What follows belongs to an exercise in optimizing a design on an open flow for small area and a short achievable clock period; a production flow would make more cautious choices.

==> trial 20 <==
// IEEE754_Mult
module IEEE754_Mult
(
	input clock,
	input resetn,
	input [31:0] a,
	input [31:0] b,
	output [31:0] y
);
==> flow/config.mk <==
export PLATFORM = sky130hd
export DESIGN_NAME = IEEE754_Mult
export DESIGN_NICKNAME = IEEE754_Mult
export VERILOG_FILES = /design/flow/design.v
export SDC_FILE = /design/flow/constraint.sdc
export NUM_CORES = 4
export LEC_CHECK = 0
export CAP_MARGIN = 20
export CORE_MARGIN = 2
export CORE_UTILIZATION = 40
export CTS_BUF_LIST = sky130_fd_sc_hd__clkbuf_4 sky130_fd_sc_hd__clkbuf_8
export SETUP_SLACK_MARGIN = 5
export SLEW_MARGIN = 20
export SYNTH_HIERARCHICAL = 1
==> flow/constraint.sdc <==
create_clock -name core_clock -period 11.0 [get_ports {clock}]
set_input_delay 2.2000 -clock core_clock [delete_from_list [all_inputs] [get_ports {clock}]]
set_output_delay 2.2000 -clock core_clock [all_outputs]
set_load 0.01 [all_outputs]
standard.sh (not shown) runs the stock make flow with config.mk's settings and CLKGATE_MAP_FILE= SYNTH_SCRIPT=/design/flow/synth_recipe.tcl, a recipe that flattens the netlist after the stock synthesis.
==> flow/flow/run.sh <==
#!/bin/bash
set -euo pipefail
bash standard.sh SETUP_SLACK_MARGIN=7 TNS_END_PERCENT=1 "BUFFER_PORTS_ARGS=-buffer_cell sky130_fd_sc_hd__buf_2"  finish > standard.log 2>&1
==> trial 34: changes against trial 20 <==
--- a/flow/design.v
+++ b/flow/design.v
@@ -423,17 +423,17 @@
 	fax us378 (.a(pp219), .b(pp243), .c(pp267), .s(s378), .co(c379));
 	wire s380, c381;
 	fax us380 (.a(ma[3]), .b(c315), .c(nn52), .s(s380), .co(c381));
 	wire s382, c383;
 	fax us382 (.a(pp76), .b(pp100), .c(pp124), .s(s382), .co(c383));
 	wire s384, c385;
 	fax us384 (.a(pp148), .b(pp172), .c(pp196), .s(s384), .co(c385));
 	wire s386, c387;
-	fa us386 (.a(pp220), .b(pp244), .c(pp268), .s(s386), .co(c387));
+	fax us386 (.a(pp220), .b(pp244), .c(pp268), .s(s386), .co(c387));
 	wire s388 = ~(ma[4] ^ pp77);
 	wire c389 = ma[4] | pp77;
 	wire s390, c391;
 	fax us390 (.a(pp101), .b(pp125), .c(pp149), .s(s390), .co(c391));
 	wire s392, c393;
 	fax us392 (.a(pp173), .b(pp197), .c(pp221), .s(s392), .co(c393));
 	wire s394 = pp245 ^ pp269;
 	wire c395 = pp245 & pp269;
@@ -475,17 +475,17 @@
 	wire c431 = pp86 & pp110;
 	wire s432, c433;
 	fa us432 (.a(bo[7]), .b(pp15), .c(pp39), .s(s432), .co(c433));
 	wire s434, c435;
 	fa us434 (.a(pp63), .b(pp87), .c(pp111), .s(s434), .co(c435));
 	wire s436 = pp135 ^ pp159;
 	wire c437 = pp135 & pp159;
 	wire s438, c439;
-	fax us438 (.a(pp16), .b(pp40), .c(pp64), .s(s438), .co(c439));
+	fa us438 (.a(pp16), .b(pp40), .c(pp64), .s(s438), .co(c439));
 	wire s440, c441;
 	fa us440 (.a(pp88), .b(pp112), .c(pp136), .s(s440), .co(c441));
 	wire s442 = pp160 ^ pp184;
 	wire c443 = pp160 & pp184;
 	wire s444, c445;
 	fa us444 (.a(pp41), .b(pp65), .c(pp89), .s(s444), .co(c445));
 	wire s446, c447;
 	fa us446 (.a(pp113), .b(pp137), .c(pp161), .s(s446), .co(c447));
@@ -597,17 +597,17 @@
 	fa us552 (.a(s418), .b(pp155), .c(pp179), .s(s552), .co(c553));
 	wire s554, c555;
 	fa us554 (.a(pp203), .b(pp227), .c(pp251), .s(s554), .co(c555));
 	wire s556, c557;
 	fax us556 (.a(pp275), .b(pp299), .c(c417), .s(s556), .co(c557));
 	wire s558, c559;
 	fa us558 (.a(ma[11]), .b(c419), .c(nn156), .s(s558), .co(c559));
 	wire s560, c561;
-	fa us560 (.a(pp180), .b(pp204), .c(pp228), .s(s560), .co(c561));
+	fax us560 (.a(pp180), .b(pp204), .c(pp228), .s(s560), .co(c561));
 	wire s562, c563;
 	fax us562 (.a(pp252), .b(pp276), .c(pp300), .s(s562), .co(c563));
 	wire s564 = ~(ma[12] ^ pp181);
 	wire c565 = ma[12] | pp181;
 	wire s566, c567;
 	fax us566 (.a(pp205), .b(pp229), .c(pp253), .s(s566), .co(c567));
 	wire s568 = pp277 ^ pp301;
 	wire c569 = pp277 & pp301;
@@ -653,17 +653,17 @@
 	fa us608 (.a(s430), .b(c425), .c(s428), .s(s608), .co(c609));
 	wire s610, c611;
 	fa us610 (.a(pp183), .b(c431), .c(s436), .s(s610), .co(c611));
 	wire s612, c613;
 	fa us612 (.a(c429), .b(s432), .c(s434), .s(s612), .co(c613));
 	wire s614, c615;
 	fa us614 (.a(c437), .b(s442), .c(c433), .s(s614), .co(c615));
 	wire s616, c617;
-	fax us616 (.a(c435), .b(s438), .c(s440), .s(s616), .co(c617));
+	fa us616 (.a(c435), .b(s438), .c(s440), .s(s616), .co(c617));
 	wire s618, c619;
 	fa us618 (.a(c443), .b(c439), .c(c441), .s(s618), .co(c619));
 	wire s620, c621;
 	fax us620 (.a(s444), .b(s446), .c(s448), .s(s620), .co(c621));
 	wire s622, c623;
 	fa us622 (.a(c445), .b(c447), .c(s450), .s(s622), .co(c623));
 	wire s624, c625;
 	fax us624 (.a(s452), .b(c449), .c(s454), .s(s624), .co(c625));
@@ -713,17 +713,17 @@
 	fax us668 (.a(c515), .b(s518), .c(s520), .s(s668), .co(c669));
 	wire s670, c671;
 	fax us670 (.a(c517), .b(s522), .c(c519), .s(s670), .co(c671));
 	wire s672, c673;
 	fax us672 (.a(c521), .b(s524), .c(s526), .s(s672), .co(c673));
 	wire s674, c675;
 	fax us674 (.a(s528), .b(c523), .c(c525), .s(s674), .co(c675));
 	wire s676, c677;
-	fa us676 (.a(c527), .b(s530), .c(s532), .s(s676), .co(c677));
+	fax us676 (.a(c527), .b(s530), .c(s532), .s(s676), .co(c677));
 	wire s678, c679;
 	fax us678 (.a(c529), .b(s534), .c(c531), .s(s678), .co(c679));
 	wire s680, c681;
 	fax us680 (.a(c533), .b(s536), .c(s538), .s(s680), .co(c681));
 	wire s682, c683;
 	fax us682 (.a(c535), .b(s540), .c(s542), .s(s682), .co(c683));
 	wire s684, c685;
 	fax us684 (.a(c537), .b(c539), .c(s544), .s(s684), .co(c685));
@@ -735,17 +735,17 @@
 	fa us690 (.a(c547), .b(c549), .c(s552), .s(s690), .co(c691));
 	wire s692, c693;
 	fa us692 (.a(s554), .b(c551), .c(s556), .s(s692), .co(c693));
 	wire s694, c695;
 	fa us694 (.a(s558), .b(c553), .c(c555), .s(s694), .co(c695));
 	wire s696, c697;
 	fax us696 (.a(s560), .b(s562), .c(c557), .s(s696), .co(c697));
 	wire s698, c699;
-	fa us698 (.a(c559), .b(s568), .c(c561), .s(s698), .co(c699));
+	fax us698 (.a(c559), .b(s568), .c(c561), .s(s698), .co(c699));
 	wire s700, c701;
 	fax us700 (.a(c563), .b(s564), .c(s566), .s(s700), .co(c701));
 	wire s702, c703;
 	fa us702 (.a(pp302), .b(c569), .c(c565), .s(s702), .co(c703));
 	wire s704, c705;
 	fa us704 (.a(c567), .b(s570), .c(s572), .s(s704), .co(c705));
 	wire s706, c707;
 	fa us706 (.a(pp279), .b(pp303), .c(s576), .s(s706), .co(c707));
@@ -791,17 +791,17 @@
 	fa us746 (.a(c599), .b(s602), .c(c601), .s(s746), .co(c747));
 	wire s748, c749;
 	fa us748 (.a(c603), .b(s606), .c(c605), .s(s748), .co(c749));
 	wire s750, c751;
 	fa us750 (.a(c607), .b(s610), .c(c609), .s(s750), .co(c751));
 	wire s752, c753;
 	fa us752 (.a(c611), .b(c613), .c(s614), .s(s752), .co(c753));
 	wire s754, c755;
-	fax us754 (.a(c615), .b(c617), .c(s618), .s(s754), .co(c755));
+	fa us754 (.a(c615), .b(c617), .c(s618), .s(s754), .co(c755));
 	wire s756, c757;
 	fax us756 (.a(c619), .b(s622), .c(c621), .s(s756), .co(c757));
 	wire s758, c759;
 	fax us758 (.a(c623), .b(s626), .c(c625), .s(s758), .co(c759));
 	wire s760, c761;
 	fax us760 (.a(c627), .b(s630), .c(c629), .s(s760), .co(c761));
 	wire s762, c763;
 	fax us762 (.a(c631), .b(s634), .c(c633), .s(s762), .co(c763));
@@ -943,106 +943,110 @@
 	fa us898 (.a(s726), .b(c807), .c(s808), .s(s898), .co(c899));
 	wire s900, c901;
 	fa us900 (.a(c727), .b(s810), .c(c809), .s(s900), .co(c901));
 	wire s902, c903;
 	fa us902 (.a(pp310), .b(s812), .c(c811), .s(s902), .co(c903));
 	wire s904, c905;
 	fa us904 (.a(s814), .b(pp311), .c(c813), .s(s904), .co(c905));
 	wire s906 = ~c815;
-	wire [23:0] lo_s = {1'b0, c855, c853, c851, c849, c847, c845, c843, c841, c839, c837, c835, c833, c831, c829, c827, c825, c823, c821, c819, c817, s816, pp2, bo[0]} + {1'b0, s856, s854, s852, s850, s848, s846, s844, s842, s840, s838, s836, s834, s832, s830, s828, s826, s824, s822, s820, s818, pp27, 1'b0, pp1};
-	wire [6:0] b0_s = {1'b0, c867, c865, c863, c861, c859, c857} + {1'b0, s868, s866, s864, s862, s860, s858};
-	wire [6:0] b1_s = {1'b0, c879, c877, c875, c873, c871, c869} + {1'b0, s880, s878, s876, s874, s872, s870};
-	wire [6:0] b2_s = {1'b0, c891, c889, c887, c885, c883, c881} + {1'b0, s892, s890, s888, s886, s884, s882};
-	wire [6:0] b3_s = {1'b0, c903, c901, c899, c897, c895, c893} + {1'b0, s904, s902, s900, s898, s896, s894};
-	wire [1:0] b4_s = {1'b0, c905} + {1'b0, s906};
+	wire [12:0] l0_s = {1'b0, c833, c831, c829, c827, c825, c823, c821, c819, c817, s816, pp2, bo[0]} + {1'b0, s834, s832, s830, s828, s826, s824, s822, s820, s818, pp27, 1'b0, pp1};
+	wire [11:0] l1_s = {1'b0, c855, c853, c851, c849, c847, c845, c843, c841, c839, c837, c835} + {1'b0, s856, s854, s852, s850, s848, s846, s844, s842, s840, s838, s836};
+	wire l1_ones = &({c855, c853, c851, c849, c847, c845, c843, c841, c839, c837, c835} ^ {s856, s854, s852, s850, s848, s846, s844, s842, s840, s838, s836});
+	wire [5:0] b0_s = {1'b0, c865, c863, c861, c859, c857} + {1'b0, s866, s864, s862, s860, s858};
+	wire [5:0] b1_s = {1'b0, c875, c873, c871, c869, c867} + {1'b0, s876, s874, s872, s870, s868};
+	wire [5:0] b2_s = {1'b0, c885, c883, c881, c879, c877} + {1'b0, s886, s884, s882, s880, s878};
+	wire [5:0] b3_s = {1'b0, c895, c893, c891, c889, c887} + {1'b0, s896, s894, s892, s890, s888};
+	wire [5:0] b4_s = {1'b0, c905, c903, c901, c899, c897} + {1'b0, s906, s904, s902, s900, s898};
 	reg        z2, s2;
 	reg [7:0]  e2;
-	reg c23;
-	reg [5:0] bs0;
+	reg lg0, lg1, lp1;
+	reg [4:0] bs0;
 	reg bg0;
 	reg bp0;
-	reg [5:0] bs1;
+	reg [4:0] bs1;
 	reg bg1;
 	reg bp1;
-	reg [5:0] bs2;
+	reg [4:0] bs2;
 	reg bg2;
 	reg bp2;
-	reg [5:0] bs3;
+	reg [4:0] bs3;
 	reg bg3;
 	reg bp3;
-	reg [0:0] bs4;
+	reg [4:0] bs4;
 	always @(posedge clock) begin
 		z2 <= !resetn || z1;
 		s2 <= s1;
 		e2 <= e1;
-		c23 <= lo_s[23];
-		bs0 <= b0_s[5:0];
-		bg0 <= b0_s[6];
-		bp0 <= &({c867, c865, c863, c861, c859, c857} ^ {s868, s866, s864, s862, s860, s858});
-		bs1 <= b1_s[5:0];
-		bg1 <= b1_s[6];
-		bp1 <= &({c879, c877, c875, c873, c871, c869} ^ {s880, s878, s876, s874, s872, s870});
-		bs2 <= b2_s[5:0];
-		bg2 <= b2_s[6];
-		bp2 <= &({c891, c889, c887, c885, c883, c881} ^ {s892, s890, s888, s886, s884, s882});
-		bs3 <= b3_s[5:0];
-		bg3 <= b3_s[6];
-		bp3 <= &({c903, c901, c899, c897, c895, c893} ^ {s904, s902, s900, s898, s896, s894});
-		bs4 <= b4_s[0:0];
+		lg0 <= l0_s[12];
+		lg1 <= l1_s[11];
+		lp1 <= l1_ones;
+		bs0 <= b0_s[4:0];
+		bg0 <= b0_s[5];
+		bp0 <= &({c865, c863, c861, c859, c857} ^ {s866, s864, s862, s860, s858});
+		bs1 <= b1_s[4:0];
+		bg1 <= b1_s[5];
+		bp1 <= &({c875, c873, c871, c869, c867} ^ {s876, s874, s872, s870, s868});
+		bs2 <= b2_s[4:0];
+		bg2 <= b2_s[5];
+		bp2 <= &({c885, c883, c881, c879, c877} ^ {s886, s884, s882, s880, s878});
+		bs3 <= b3_s[4:0];
+		bg3 <= b3_s[5];
+		bp3 <= &({c895, c893, c891, c889, c887} ^ {s896, s894, s892, s890, s888});
+		bs4 <= b4_s[4:0];
 	end
-	wire cb0 = c23;
-	wire [5:0] bi0 = bs0 + 6'd1;
+	wire cb0 = lg1 | (lp1 & lg0);
+	wire [4:0] bi0 = bs0 + 5'd1;
 	wire r0_0 = cb0 ? bi0[0] : bs0[0];
 	wire r0_1 = cb0 ? bi0[1] : bs0[1];
 	wire r0_2 = cb0 ? bi0[2] : bs0[2];
 	wire r0_3 = cb0 ? bi0[3] : bs0[3];
 	wire r0_4 = cb0 ? bi0[4] : bs0[4];
-	wire r0_5 = cb0 ? bi0[5] : bs0[5];
 	wire cb1 = bg0 | (cb0 & bp0);
-	wire [5:0] bi1 = bs1 + 6'd1;
+	wire [4:0] bi1 = bs1 + 5'd1;
 	wire r1_0 = cb1 ? bi1[0] : bs1[0];
 	wire r1_1 = cb1 ? bi1[1] : bs1[1];
 	wire r1_2 = cb1 ? bi1[2] : bs1[2];
 	wire r1_3 = cb1 ? bi1[3] : bs1[3];
 	wire r1_4 = cb1 ? bi1[4] : bs1[4];
-	wire r1_5 = cb1 ? bi1[5] : bs1[5];
 	wire cb2 = bg1 | (cb1 & bp1);
-	wire [5:0] bi2 = bs2 + 6'd1;
+	wire [4:0] bi2 = bs2 + 5'd1;
 	wire r2_0 = cb2 ? bi2[0] : bs2[0];
 	wire r2_1 = cb2 ? bi2[1] : bs2[1];
 	wire r2_2 = cb2 ? bi2[2] : bs2[2];
 	wire r2_3 = cb2 ? bi2[3] : bs2[3];
 	wire r2_4 = cb2 ? bi2[4] : bs2[4];
-	wire r2_5 = cb2 ? bi2[5] : bs2[5];
 	wire cb3 = bg2 | (cb2 & bp2);
-	wire [5:0] bi3 = bs3 + 6'd1;
+	wire [4:0] bi3 = bs3 + 5'd1;
 	wire r3_0 = cb3 ? bi3[0] : bs3[0];
 	wire r3_1 = cb3 ? bi3[1] : bs3[1];
 	wire r3_2 = cb3 ? bi3[2] : bs3[2];
 	wire r3_3 = cb3 ? bi3[3] : bs3[3];
 	wire r3_4 = cb3 ? bi3[4] : bs3[4];
-	wire r3_5 = cb3 ? bi3[5] : bs3[5];
 	wire cb4 = bg3 | (cb3 & bp3);
-	wire [0:0] bi4 = bs4 + 1'd1;
+	wire [4:0] bi4 = bs4 + 5'd1;
 	wire r4_0 = cb4 ? bi4[0] : bs4[0];
-	wire [24:0] m2 = {r4_0, r3_5, r3_4, r3_3, r3_2, r3_1, r3_0, r2_5, r2_4, r2_3, r2_2, r2_1, r2_0, r1_5, r1_4, r1_3, r1_2, r1_1, r1_0, r0_5, r0_4, r0_3, r0_2, r0_1, r0_0};
+	wire r4_1 = cb4 ? bi4[1] : bs4[1];
+	wire r4_2 = cb4 ? bi4[2] : bs4[2];
+	wire r4_3 = cb4 ? bi4[3] : bs4[3];
+	wire r4_4 = cb4 ? bi4[4] : bs4[4];
+	wire [24:0] m2 = {r4_4, r4_3, r4_2, r4_1, r4_0, r3_4, r3_3, r3_2, r3_1, r3_0, r2_4, r2_3, r2_2, r2_1, r2_0, r1_4, r1_3, r1_2, r1_1, r1_0, r0_4, r0_3, r0_2, r0_1, r0_0};
 	wire [7:0]  e2p1 = e2 + 8'd1;
 	wire [7:0]  ey = m2[24] ? e2p1 : e2;
 	wire [22:0] my = m2[24] ? m2[23:1] : m2[22:0];
 	assign y = z2 ? 32'h00000000 : {s2, ey, my};
 endmodule
 module fa (input a, input b, input c, output s, output co);
 	assign s = a ^ b ^ c;
 	assign co = (a & b) | (a & c) | (b & c);
 endmodule
 module fax (input a, input b, input c, output s, output co);
 	wire t;
 	x2 u0 (.a(a), .b(b), .y(t));
 	x2 u1 (.a(t), .b(c), .y(s));
-	ao22 u2 (.a(a), .b(b), .c(t), .d(c), .y(co));
+	mj3 u2 (.a(a), .b(b), .c(c), .y(co));
 endmodule
 module x2 (input a, input b, output y);
 	assign y = a ^ b;
 endmodule
-module ao22 (input a, input b, input c, input d, output y);
-	assign y = (a & b) | (c & d);
+module mj3 (input a, input b, input c, output y);
+	assign y = (a & b) | (a & c) | (b & c);
 endmodule
==> notes <==
Trial 20 finished clean. Trial 34 ran to the end with no violations. Between trial 20 and trial 34, the lower maximum frequency is in trial 34 (gap about 4%, measured against trial 34). In trial 20 the worst setup slack is better than in trial 34, by 180 ps. In trial 34 the first-iteration DRC count is lower than in trial 20, by about 22%. Of trial 34 and trial 20, trial 34 has the higher count of clock-buffer cells in the layout (gap 8). Between trial 34 and trial 20, the lower area after synthesis is in trial 20 (gap 2.0%, measured against trial 20). Die area: trial 34 is higher than trial 20 (2.0%). In trial 34 the register-to-register slack is worse than in trial 20, by 170 ps.
==> figures <==
quantity	trial 34	trial 20
Met3 Routed Length	4.38 mm	4.50 mm
Crit path launch	bg0	c23
Total number of multi-input combinational cells	1547	1560
Arrival time worst endpoint	2470 ps	2300 ps
Top fanout value on the critical path	7	5
Sum of buffers and inverters on the critical path	3	1
Count of placed standard cells in the final layout, fillers left out	2512	2495
Gate count of the mapped netlist	1882	1895
Fraction of layout cells with a size suffix above 1	19.4%	14.2%
Portion of the layout cell area used by clock cells	2.12%	0.881%
Final WL	52.7 mm	55.6 mm
Run status	complete, no violations	complete, no violations
Cell with the biggest individual delay on the critical path	sky130_fd_sc_hd__xor2_4	sky130_fd_sc_hd__or4_1
Postcts setup bufs	8	3
Vias after detailed routing	14.4k	15.1k
Global routing usage summed across all routing layers	23.5%	23.8%
Height of the die	213 um	211 um
Function was not checked in any run of this note: the RTL went through the layout flow alone.

==> afterwards: timing with drivers on the ports <==
In the flow no input, the clock included, has a driving cell. The finished layouts below were timed again as built, in two steps. Step 1 assumes that a clkbuf_16 drives the clock port and a buf_2 every other input. Step 2, shift: input delay + t, output delay - t, t = (earliest + latest rising clock arrival at the registers) / 2. This alone moves slack from input paths to output paths. Three values: ideal, step 1, step 2; two values: the first two.
run	t (ns)	setup WS [ns]	clock arrival spread, ns	worst data-port slew with drivers (ns)
trial 20	0.439	6.505 / 6.464 / 6.555	0.022 / 0.022	0.04
trial 34	0.504	6.326 / 6.281 / 6.377	0.028 / 0.028	0.06
After both steps every run listed still meets setup and hold.
